What follows belongs to an exercise in optimizing a design on an open flow for small area, a short achievable clock period and few clock cycles per item; a production flow would make more cautious choices. Only simulation tests tie the RTL to the original design; equivalence was not proved. Power is estimated from default activity; no workload was simulated.

== run A ==
Design prng, start of the top module:
module prng (
	input clk,     
	input rst,   
	input [31:0] seed,
	input start,
	input cont,
	output reg done,
	output [31:0] rand_num
);
Settings: LEC_CHECK=0, CAP_MARGIN=20, CORE_MARGIN=2, CORE_UTILIZATION=40, PLACE_DENSITY=0.85, SLEW_MARGIN=70; clock period 9.0 ns.
standard.sh (not shown) runs the stock make flow with config.mk's settings and CLKGATE_MAP_FILE= SYNTH_SCRIPT=/design/flow/synth_recipe.tcl, a recipe that flattens the netlist after the stock synthesis.
==> flow/flow/run.sh <==
#!/bin/bash
# The standard layout, with the port buffers made of plain buffers
# (sky130_fd_sc_hd__buf_2) instead of the cell buffer_ports picks by itself.
set -euo pipefail
export BUFFER_PORTS_ARGS="-buffer_cell sky130_fd_sc_hd__buf_2"

bash standard.sh > standard.log 2>&1
Testbench counts of run A, summed over its fixed seeds: cycles 18,432, items 2,048.
Inputs modified between run A and run B:
# run A
export LEC_CHECK = 0
export CAP_MARGIN = 20
export CORE_MARGIN = 2
export CORE_UTILIZATION = 40
export PLACE_DENSITY = 0.85
export SLEW_MARGIN = 70
create_clock -name core_clock -period 9.0 [get_ports {clk}]
# run B
export LEC_CHECK = 0
export CAP_MARGIN = 20
export CORE_MARGIN = 2
export CORE_UTILIZATION = 40
export SLEW_MARGIN = 70
create_clock -name core_clock -period 9.0 [get_ports {clk}]
==> flow/run.sh (new file) <==
#!/bin/bash
# synth_recipe.tcl (not shown) runs the flow's synth.tcl, then flattens the netlist and writes it again
# the make line also repeats each setting of config.mk as NAME=value (left out here)
make -C /OpenROAD-flow-scripts/flow DESIGN_CONFIG=/design/flow/config.mk WORK_HOME=/design/flow/orfs CLKGATE_MAP_FILE= SYNTH_SCRIPT=/design/flow/synth_recipe.tcl finish
removed: flow/flow/run.sh
removed: flow/standard.sh
==> notes.md <==
Going from run A to run B, the critical path data required time was found to have gone down by 1980 ps. Diff run A and run B: critical path depth higher in run A. First-pass GRT wire length, run B vs run A: down by a few percent. Comparing run A and run B, worst setup slack after layout is lower on run B. Average wire per cell in the routed design, run A and run B: smaller value in run B. Between run B and run A, the worst-case clock skew figures differ only marginally. Run B ends up with lower arrival time at the worst endpoint than run A does.
The inputs of run C differ from those of run B as listed below.
# run B
export LEC_CHECK = 0
export CAP_MARGIN = 20
export CORE_MARGIN = 2
export CORE_UTILIZATION = 40
export SLEW_MARGIN = 70
create_clock -name core_clock -period 9.0 [get_ports {clk}]
# run C
export LEC_CHECK = 0
export CAP_MARGIN = 20
export CORE_MARGIN = 2
export CORE_UTILIZATION = 65
export SLEW_MARGIN = 70
create_clock -name core_clock -period 9.0 [get_ports {clk}]
==> flow/flow/run.sh (new file) <==
#!/bin/bash
# The standard layout, with the port buffers made of plain buffers
# (sky130_fd_sc_hd__buf_2) instead of the cell buffer_ports picks by itself.
set -euo pipefail
export BUFFER_PORTS_ARGS="-buffer_cell sky130_fd_sc_hd__buf_2"

bash standard.sh > standard.log 2>&1
==> flow/standard.sh (new file) <==
#!/bin/bash
# synth_recipe.tcl (not shown) runs the flow's synth.tcl, then flattens the netlist and writes it again
# the make line also repeats each setting of config.mk as NAME=value (left out here)
make -C /OpenROAD-flow-scripts/flow DESIGN_CONFIG=/design/flow/config.mk WORK_HOME=/design/flow/orfs CLKGATE_MAP_FILE= SYNTH_SCRIPT=/design/flow/synth_recipe.tcl "${@:-finish}"
removed: flow/run.sh
--- outcome ---
[run C vs run B] final hold slack: lower in run C
Sum of routed wire length over all layers: run C < run B
Run comparison: run C worst-path cell with the longest stage delay dfxtp_4; run B worst-path cell with the longest stage delay clkdlybuf4s50_1
From run B to run C the numbers moved as follows: number of sequential cells stayed essentially flat, total power consumption of the routed design fell by about 4.6%, via count of the routed design stayed essentially flat.

* * *

prng, a different RTL version from the one above (not shown whole).
Size in the first run: ~350 cells after synthesis, roughly 37 flip-flops.
==> flow/config.mk <==
export PLATFORM = sky130hd
export DESIGN_NAME = prng
export DESIGN_NICKNAME = prng
export VERILOG_FILES = /design/flow/design.v
export SDC_FILE = /design/flow/constraint.sdc
export NUM_CORES = 8
export LEC_CHECK = 0
export CAP_MARGIN = 20
export CORE_MARGIN = 2
export CORE_UTILIZATION = 40
export SLEW_MARGIN = 70
==> flow/constraint.sdc <==
create_clock -name core_clock -period 9.0 [get_ports {clk}]
set_input_delay 1.8000 -clock core_clock [delete_from_list [all_inputs] [get_ports {clk}]]
set_output_delay 1.8000 -clock core_clock [all_outputs]
set_load 0.01 [all_outputs]
==> flow/flow/run.sh <==
#!/bin/bash
# The standard layout (standard.sh) with these changes:
#  - synthesis: ABC maps the logic with flow/abc.script instead of ORFS's
#    abc_speed.script; everything else, registers included, is as in the
#    standard flow;
#  - the port buffers are plain buffers (sky130_fd_sc_hd__buf_1) instead of
#    the cell buffer_ports picks by itself;
#  - timing repair aims for 6.3 ns of setup slack.
set -euo pipefail
cp -r "$FLOW_HOME/scripts" scripts
cp flow/abc.script scripts/abc_speed.script
export SCRIPTS_DIR="$PWD/scripts"
export BUFFER_PORTS_ARGS="-buffer_cell sky130_fd_sc_hd__buf_1"
export SETUP_SLACK_MARGIN=6.3
bash standard.sh > standard.log 2>&1
==> flow/flow/abc.script <==
strash
dch
amap
topo
stime -c
buffer -c
upsize -c
dnsize -c
The starting point completed with no timing, DRC or antenna violations.
Testbench counts at the start, summed over its fixed seeds: cycles 18,432, items 2,048.
Change:
==> flow/flow/abc.script (replaced) <==
&get -n
&st
&syn2
&dch
&nf -R 20
&put
buffer -c
topo
stime -c
upsize -c
dnsize -c
Power is about the same.
Critical path depth stays the same.
Wire length shrinks by 12%.
Via count shrinks by 13%.
Synthesized cell count shrinks by 11%.
Non-clock buffer count shrinks by 14.
Global-route usage shrinks by 2.6 points.
Combinational power shrinks by 8.4%.
Design area shrinks by 2.2%.
Setup slack gains 0.046 ns.
Clock power grows by 44%.

[afterwards: timing with drivers on the ports]
In the flow no input, the clock included, has a driving cell. The finished layouts below were timed again as built, in two steps.
Step 1: set_driving_cell puts a clkbuf_16 on clk and a buf_2 on each other input, an assumption about the parent block.
Step 2 times the ports against the registers' clock, not the clock port: input delays grow and output delays shrink by t, the midpoint of the rising clock arrivals with the driver on.
Slacks: ideal / step 1 / step 2; pairs: ideal / step 1.
run	t, ns	slack for setup (ns)	worst hold slack (ns)
run A	0.317	5.936 / 5.936 / 5.936	0.501 / 0.501 / 0.501
run B	0.319	5.902 / 5.873 / 5.960	0.503 / 0.503 / 0.503
run C	0.319	5.924 / 5.924 / 5.924	0.497 / 0.497 / 0.497
the first run of note 2	0.319	6.303 / 6.274 / 6.373	0.499 / 0.499 / 0.499
the second run of note 2	0.311	6.349 / 6.318 / 6.468	0.461 / 0.461 / 0.461
After both steps setup and hold are still met in every run listed.
